What follows belongs to an exercise in optimizing a design on an open flow for small area; a production flow would make more cautious choices. Function was checked by simulation only, so behaviour that the tests miss may differ from the original. Power is estimated from default activity; no workload was simulated.

Setup of v54:
Design uart_top, start of the top module:
module uart_top
#(
    parameter sysclk = 50000000,
    parameter low_baudrate = 4800
)
(
    input  wire       clk,
    input  wire       rst,
    input  wire [2:0] sel,
    input  wire [7:0] tx_data_in,
    input  wire       tx_start,
    output reg        tx_out,
    output wire       tx_done,
    input  wire       rx_in,
    output wire       rx_done,
    output reg        flag,
    output reg  [7:0] rx_data_out
);
For scale: ~270 cells after synthesis, about 27 I/O pins.
==> flow/config.mk <==
export PLATFORM = sky130hd
export DESIGN_NAME = uart_top
export DESIGN_NICKNAME = uart_top
export VERILOG_FILES = /design/flow/design.v
export SDC_FILE = /design/flow/constraint.sdc
export NUM_CORES = 4
export LEC_CHECK = 0
export CAP_MARGIN = 20
export CORE_MARGIN = 2
export CORE_UTILIZATION = 40
export CTS_BUF_LIST = sky130_fd_sc_hd__clkbuf_4
export CTS_CLUSTER_SIZE = 20
export SLEW_MARGIN = 20
==> flow/constraint.sdc <==
create_clock -name core_clock -period 20.0 [get_ports {clk}]
set_input_delay 4.0000 -clock core_clock [delete_from_list [all_inputs] [get_ports {clk}]]
set_output_delay 4.0000 -clock core_clock [all_outputs]
set_load 0.01 [all_outputs]
standard.sh (not shown) runs the stock make flow with config.mk's settings and CLKGATE_MAP_FILE= SYNTH_SCRIPT=/design/flow/synth_recipe.tcl, a recipe that flattens the netlist after the stock synthesis.
==> flow/flow/run.sh <==
#!/bin/bash
# Own flow: the standard flow, except that
#  - the standard synthesis's combinational logic is mapped again by ABC for
#    area (flow/remap.tcl); the flip-flops are kept as they are (same
#    instances, names and cells);
#  - the port buffers that global placement inserts are buf_1.
# Each tool's output goes to a log file of its own in the work folder.
set -euo pipefail
W=$(pwd)
R=$W/orfs/results/$FLOW_PLATFORM/uart_top/base
LIB=$FLOW_HOME/platforms/$FLOW_PLATFORM/lib/sky130_fd_sc_hd__tt_025C_1v80.lib
YOSYS=$FLOW_HOME/../tools/install/yosys/bin/yosys
[ -x "$YOSYS" ] || YOSYS=yosys

bash standard.sh synth > "$W/1_standard_synth.log" 2>&1
cp "$R/1_2_yosys.v" "$W/1_standard_yosys.v"

REMAP_LIB=$LIB REMAP_IN=$W/1_standard_yosys.v REMAP_TOP=$FLOW_TOP \
REMAP_OUT=$W/1_remap.v REMAP_STAT=$W/1_remap_stat.txt \
  "$YOSYS" -c "$W/flow/remap.tcl" > "$W/1_remap.log" 2>&1

cp "$W/1_remap.v" "$R/1_2_yosys.v"
rm -f "$R/1_synth.odb" "$R/1_synth.sdc"
bash standard.sh synth > "$W/1_remap_synth_odb.log" 2>&1

bash standard.sh BUFFER_PORTS_ARGS="-buffer_cell sky130_fd_sc_hd__buf_1" CTS_ARGS="-buf_list sky130_fd_sc_hd__clkbuf_4 -root_buf sky130_fd_sc_hd__clkbuf_4 -sink_clustering_enable -sink_clustering_size 30 -sink_clustering_max_diameter 200 -dont_use_dummy_load -repair_clock_nets" finish > "$W/2_finish.log" 2>&1
==> flow/flow/remap.tcl <==
# Re-map the combinational logic of the standard synthesis netlist for area.
# The flip-flops stay as they are (same instances, names and cells). Several
# ABC scripts are tried and the smallest result is kept.
set lib $::env(REMAP_LIB)
yosys read_liberty -ignore_miss_func -ignore_miss_dir $lib
yosys read_verilog $::env(REMAP_IN)
yosys hierarchy -top $::env(REMAP_TOP)
set ffcells {dfrtp_1 dfrtp_2 dfrtp_4 dfrtn_1 dfstp_1 dfstp_2 dfstp_4 dfxtp_1 dfxtp_2 dfxtp_4 dfxbp_1 dfxbp_2 dfrbp_1 dfrbp_2 dfsbp_1 dfsbp_2 dfbbp_1 dfbbn_1 dfbbn_2 edfxtp_1 edfxbp_1 sdfxtp_1 conb_1}
foreach c $ffcells { catch { yosys blackbox sky130_fd_sc_hd__$c } }
yosys flatten
yosys rename -hide w:*.* x:* %d
yosys opt -purge
yosys design -save base
set scripts {
  {+strash;dch,-f;amap;strash;dch,-f;amap;topo}
  {+strash;dch,-f;map,-a;strash;dch,-f;amap;topo}
  {+strash;dch,-f;amap;topo}
  {+strash;dc2;dch,-f;amap;strash;dch,-f;amap;topo}
  {+strash;&get,-n;&dch,-f;&nf,-a;&put;strash;dch,-f;amap;topo}
  {}
}
set best_area 1e30
set rounds 6
if { [info exists ::env(REMAP_ROUNDS)] } { set rounds $::env(REMAP_ROUNDS) }
for { set r 0 } { $r < $rounds } { incr r } {
  set round_best_area $best_area
  set i 0
  foreach s $scripts {
    yosys design -load base
    if { $s eq "" } {
      yosys abc -liberty $lib -dont_use sky130_fd_sc_hd__lpflow_bleeder_1 -dont_use sky130_fd_sc_hd__lpflow_clkbufkapwr_1 -dont_use sky130_fd_sc_hd__lpflow_clkbufkapwr_16 -dont_use sky130_fd_sc_hd__lpflow_clkbufkapwr_2 -dont_use sky130_fd_sc_hd__lpflow_clkbufkapwr_4 -dont_use sky130_fd_sc_hd__lpflow_clkbufkapwr_8 -dont_use sky130_fd_sc_hd__lpflow_clkinvkapwr_1 -dont_use sky130_fd_sc_hd__lpflow_clkinvkapwr_16 -dont_use sky130_fd_sc_hd__lpflow_clkinvkapwr_2 -dont_use sky130_fd_sc_hd__lpflow_clkinvkapwr_4 -dont_use sky130_fd_sc_hd__lpflow_clkinvkapwr_8 -dont_use sky130_fd_sc_hd__lpflow_decapkapwr_12 -dont_use sky130_fd_sc_hd__lpflow_decapkapwr_3 -dont_use sky130_fd_sc_hd__lpflow_decapkapwr_4 -dont_use sky130_fd_sc_hd__lpflow_decapkapwr_6 -dont_use sky130_fd_sc_hd__lpflow_decapkapwr_8 -dont_use sky130_fd_sc_hd__lpflow_inputiso0n_1 -dont_use sky130_fd_sc_hd__lpflow_inputiso0p_1 -dont_use sky130_fd_sc_hd__lpflow_inputiso1n_1 -dont_use sky130_fd_sc_hd__lpflow_inputiso1p_1 -dont_use sky130_fd_sc_hd__lpflow_inputisolatch_1 -dont_use sky130_fd_sc_hd__lpflow_isobufsrc_1 -dont_use sky130_fd_sc_hd__lpflow_isobufsrc_16 -dont_use sky130_fd_sc_hd__lpflow_isobufsrc_2 -dont_use sky130_fd_sc_hd__lpflow_isobufsrc_4 -dont_use sky130_fd_sc_hd__lpflow_isobufsrc_8 -dont_use sky130_fd_sc_hd__lpflow_isobufsrckapwr_16 -dont_use sky130_fd_sc_hd__lpflow_lsbuf_lh_hl_isowell_tap_1 -dont_use sky130_fd_sc_hd__lpflow_lsbuf_lh_hl_isowell_tap_2 -dont_use sky130_fd_sc_hd__lpflow_lsbuf_lh_hl_isowell_tap_4 -dont_use sky130_fd_sc_hd__lpflow_lsbuf_lh_isowell_4 -dont_use sky130_fd_sc_hd__lpflow_lsbuf_lh_isowell_tap_1 -dont_use sky130_fd_sc_hd__lpflow_lsbuf_lh_isowell_tap_2 -dont_use sky130_fd_sc_hd__lpflow_lsbuf_lh_isowell_tap_4 -dont_use sky130_fd_sc_hd__probe_p_8 -dont_use sky130_fd_sc_hd__probec_p_8 
    } else {
      yosys abc -liberty $lib -dont_use sky130_fd_sc_hd__lpflow_bleeder_1 -dont_use sky130_fd_sc_hd__lpflow_clkbufkapwr_1 -dont_use sky130_fd_sc_hd__lpflow_clkbufkapwr_16 -dont_use sky130_fd_sc_hd__lpflow_clkbufkapwr_2 -dont_use sky130_fd_sc_hd__lpflow_clkbufkapwr_4 -dont_use sky130_fd_sc_hd__lpflow_clkbufkapwr_8 -dont_use sky130_fd_sc_hd__lpflow_clkinvkapwr_1 -dont_use sky130_fd_sc_hd__lpflow_clkinvkapwr_16 -dont_use sky130_fd_sc_hd__lpflow_clkinvkapwr_2 -dont_use sky130_fd_sc_hd__lpflow_clkinvkapwr_4 -dont_use sky130_fd_sc_hd__lpflow_clkinvkapwr_8 -dont_use sky130_fd_sc_hd__lpflow_decapkapwr_12 -dont_use sky130_fd_sc_hd__lpflow_decapkapwr_3 -dont_use sky130_fd_sc_hd__lpflow_decapkapwr_4 -dont_use sky130_fd_sc_hd__lpflow_decapkapwr_6 -dont_use sky130_fd_sc_hd__lpflow_decapkapwr_8 -dont_use sky130_fd_sc_hd__lpflow_inputiso0n_1 -dont_use sky130_fd_sc_hd__lpflow_inputiso0p_1 -dont_use sky130_fd_sc_hd__lpflow_inputiso1n_1 -dont_use sky130_fd_sc_hd__lpflow_inputiso1p_1 -dont_use sky130_fd_sc_hd__lpflow_inputisolatch_1 -dont_use sky130_fd_sc_hd__lpflow_isobufsrc_1 -dont_use sky130_fd_sc_hd__lpflow_isobufsrc_16 -dont_use sky130_fd_sc_hd__lpflow_isobufsrc_2 -dont_use sky130_fd_sc_hd__lpflow_isobufsrc_4 -dont_use sky130_fd_sc_hd__lpflow_isobufsrc_8 -dont_use sky130_fd_sc_hd__lpflow_isobufsrckapwr_16 -dont_use sky130_fd_sc_hd__lpflow_lsbuf_lh_hl_isowell_tap_1 -dont_use sky130_fd_sc_hd__lpflow_lsbuf_lh_hl_isowell_tap_2 -dont_use sky130_fd_sc_hd__lpflow_lsbuf_lh_hl_isowell_tap_4 -dont_use sky130_fd_sc_hd__lpflow_lsbuf_lh_isowell_4 -dont_use sky130_fd_sc_hd__lpflow_lsbuf_lh_isowell_tap_1 -dont_use sky130_fd_sc_hd__lpflow_lsbuf_lh_isowell_tap_2 -dont_use sky130_fd_sc_hd__lpflow_lsbuf_lh_isowell_tap_4 -dont_use sky130_fd_sc_hd__probe_p_8 -dont_use sky130_fd_sc_hd__probec_p_8  -script $s
    }
    yosys opt_clean -purge
    yosys read_liberty -lib -ignore_redef -ignore_miss_func -ignore_miss_dir $lib
    set f $::env(REMAP_STAT).try
    yosys tee -q -o $f stat -liberty $lib
    set fh [open $f]; set txt [read $fh]; close $fh
    regexp {Chip area for module '[^']*': ([0-9.]+)} $txt -> area
    puts "remap round $r try $i: area $area script {$s}"
    if { $area < $best_area } { set best_area $area; set best "$r/$i"; yosys design -save best }
    incr i
  }
  if { $best_area >= $round_best_area } { break }
  # the next round starts from the best netlist so far, as plain gates
  yosys design -load best
  yosys read_liberty -overwrite -ignore_miss_func -ignore_miss_dir $lib
  foreach c $ffcells { catch { yosys blackbox sky130_fd_sc_hd__$c } }
  yosys flatten
  yosys rename -hide w:*.* x:* %d
  yosys opt -purge
  yosys design -save base
}
puts "remap: keeping try $best, area $best_area"
yosys design -load best
yosys hilomap -singleton -hicell sky130_fd_sc_hd__conb_1 HI -locell sky130_fd_sc_hd__conb_1 LO
yosys insbuf -buf sky130_fd_sc_hd__buf_4 A X
yosys check -assert -mapped
yosys tee -o $::env(REMAP_STAT) stat -liberty $lib
yosys write_verilog -noattr -nohex -nodec $::env(REMAP_OUT)
For v11, these inputs were changed with respect to v54:
# v54
export LEC_CHECK = 0
export CAP_MARGIN = 20
export CORE_MARGIN = 2
export CORE_UTILIZATION = 40
export CTS_BUF_LIST = sky130_fd_sc_hd__clkbuf_4
export CTS_CLUSTER_SIZE = 20
export SLEW_MARGIN = 20
create_clock -name core_clock -period 20.0 [get_ports {clk}]
# v11
export LEC_CHECK = 0
export CAP_MARGIN = 20
export CORE_MARGIN = 2
export CORE_UTILIZATION = 65
export CTS_BUF_LIST = sky130_fd_sc_hd__clkbuf_4
export CTS_CLUSTER_SIZE = 20
export SLEW_MARGIN = 20
create_clock -name core_clock -period 20.0 [get_ports {clk}]
Notes after the runs:
v11 finished end to end and its layout was clean on timing, DRC and antenna. Changes observed in v11 relative to v54: area after detailed placement -about 1.5%; clock distribution area overhead in the final layout shows no meaningful change; setup skew after layout grew by 0.0081 ns. v11 vs. v54: register-to-register slack has increased; chip height has decreased; final cell count without fillers has decreased; final period utilization has decreased; worst slew margin relative to its limit has increased.
The inputs of v55 differ from those of v11 as listed below.
# v11
export LEC_CHECK = 0
export CAP_MARGIN = 20
export CORE_MARGIN = 2
export CORE_UTILIZATION = 65
export CTS_BUF_LIST = sky130_fd_sc_hd__clkbuf_4
export CTS_CLUSTER_SIZE = 20
export SLEW_MARGIN = 20
create_clock -name core_clock -period 20.0 [get_ports {clk}]
# v55
export LEC_CHECK = 0
export CAP_MARGIN = 0
export CORE_MARGIN = 2
export CORE_UTILIZATION = 40
export CTS_BUF_LIST = sky130_fd_sc_hd__clkbuf_4
export CTS_CLUSTER_SIZE = 20
export SLEW_MARGIN = 0
create_clock -name core_clock -period 20.0 [get_ports {clk}]
==> run notes <==
- Wire length on met3 (v55 vs. v11) decreases by more than 10%
- When the final numbers for v11 and v55 were put side by side, the wire length turned out to be smaller in v55.
- The setup slack of v55 is smaller than that of v11.
- v55 has non-filler instance count after layout above what v11 had.
- For the sequential fraction of design power, v55 came in 0.2 points lower than v11 did.
Here is what was changed in the inputs of v34 compared with v55.
# v55
export LEC_CHECK = 0
export CAP_MARGIN = 0
export CORE_MARGIN = 2
export CORE_UTILIZATION = 40
export CTS_BUF_LIST = sky130_fd_sc_hd__clkbuf_4
export CTS_CLUSTER_SIZE = 20
export SLEW_MARGIN = 0
create_clock -name core_clock -period 20.0 [get_ports {clk}]
# v34
export LEC_CHECK = 0
export CAP_MARGIN = 20
export CORE_MARGIN = 2
export CORE_UTILIZATION = 40
export CTS_BUF_LIST = sky130_fd_sc_hd__clkbuf_4
export CTS_CLUSTER_SIZE = 20
export SLEW_MARGIN = 20
create_clock -name core_clock -period 20.0 [get_ports {clk}]
diff --git a/flow/flow/remap.tcl b/flow/flow/remap.tcl
--- a/flow/flow/remap.tcl
+++ b/flow/flow/remap.tcl
@@ -20,2 +20,6 @@
   {}
+  {+strash;&get,-n;&deepsyn,-T,30;&put;dch,-f;amap;strash;dch,-f;amap;topo}
+  {+strash;&get,-n;&synch2;&dc2;&put;dch,-f;amap;topo}
+  {+strash;ifraig;dc2;dch,-f;map,-a;mfs;strash;dch,-f;amap;topo}
+  {+strash;dch,-f;amap,-F,1000;strash;dch,-f;amap;topo}
 }
v34 completed end to end with timing, DRC and antenna clean.
v55 vs v34, slowest library cell on the worst path: sky130_fd_sc_hd__o21ai_0 vs sky130_fd_sc_hd__nor2_1
Per the comparison of v34 with v55, post-synthesis instance area shows a reduction of 0.73%; final standard cell count with taps included and fillers excluded shows a reduction of 8; final net count shows a reduction of about 2.5%; highest clock frequency the design can meet shows an increase of about 11%.

## what the ideal ports hide
How much do the figures lean on ideal ports? The routed layouts below were timed once more, with nothing changed but the port constraints.
Step 1, drivers: a clkbuf_16 drives clk and a buf_2 each remaining input, both assumed.
Step 2 times the ports against the registers' clock, not the clock port: input delays grow and output delays shrink by t, the midpoint of the rising clock arrivals with the driver on.
a / b / c = ideal ports / drivers / drivers and shift; a / b = the first two.
run	t, ns	setup slack, ns	hold WS [ns]
v54	0.409	12.304 / 12.310 / 11.900	0.458 / 0.458 / 0.458
v11	0.408	12.359 / 12.361 / 11.953	0.467 / 0.467 / 0.467
v55	0.420	12.280 / 12.284 / 11.864	0.447 / 0.447 / 0.447
v34	0.398	13.054 / 13.055 / 12.656	0.444 / 0.444 / 0.444
After both steps every run listed still meets setup and hold. The setup slack of v55, which loses most, moves by +0.004 ns with the drivers and by -0.416 ns with both steps.
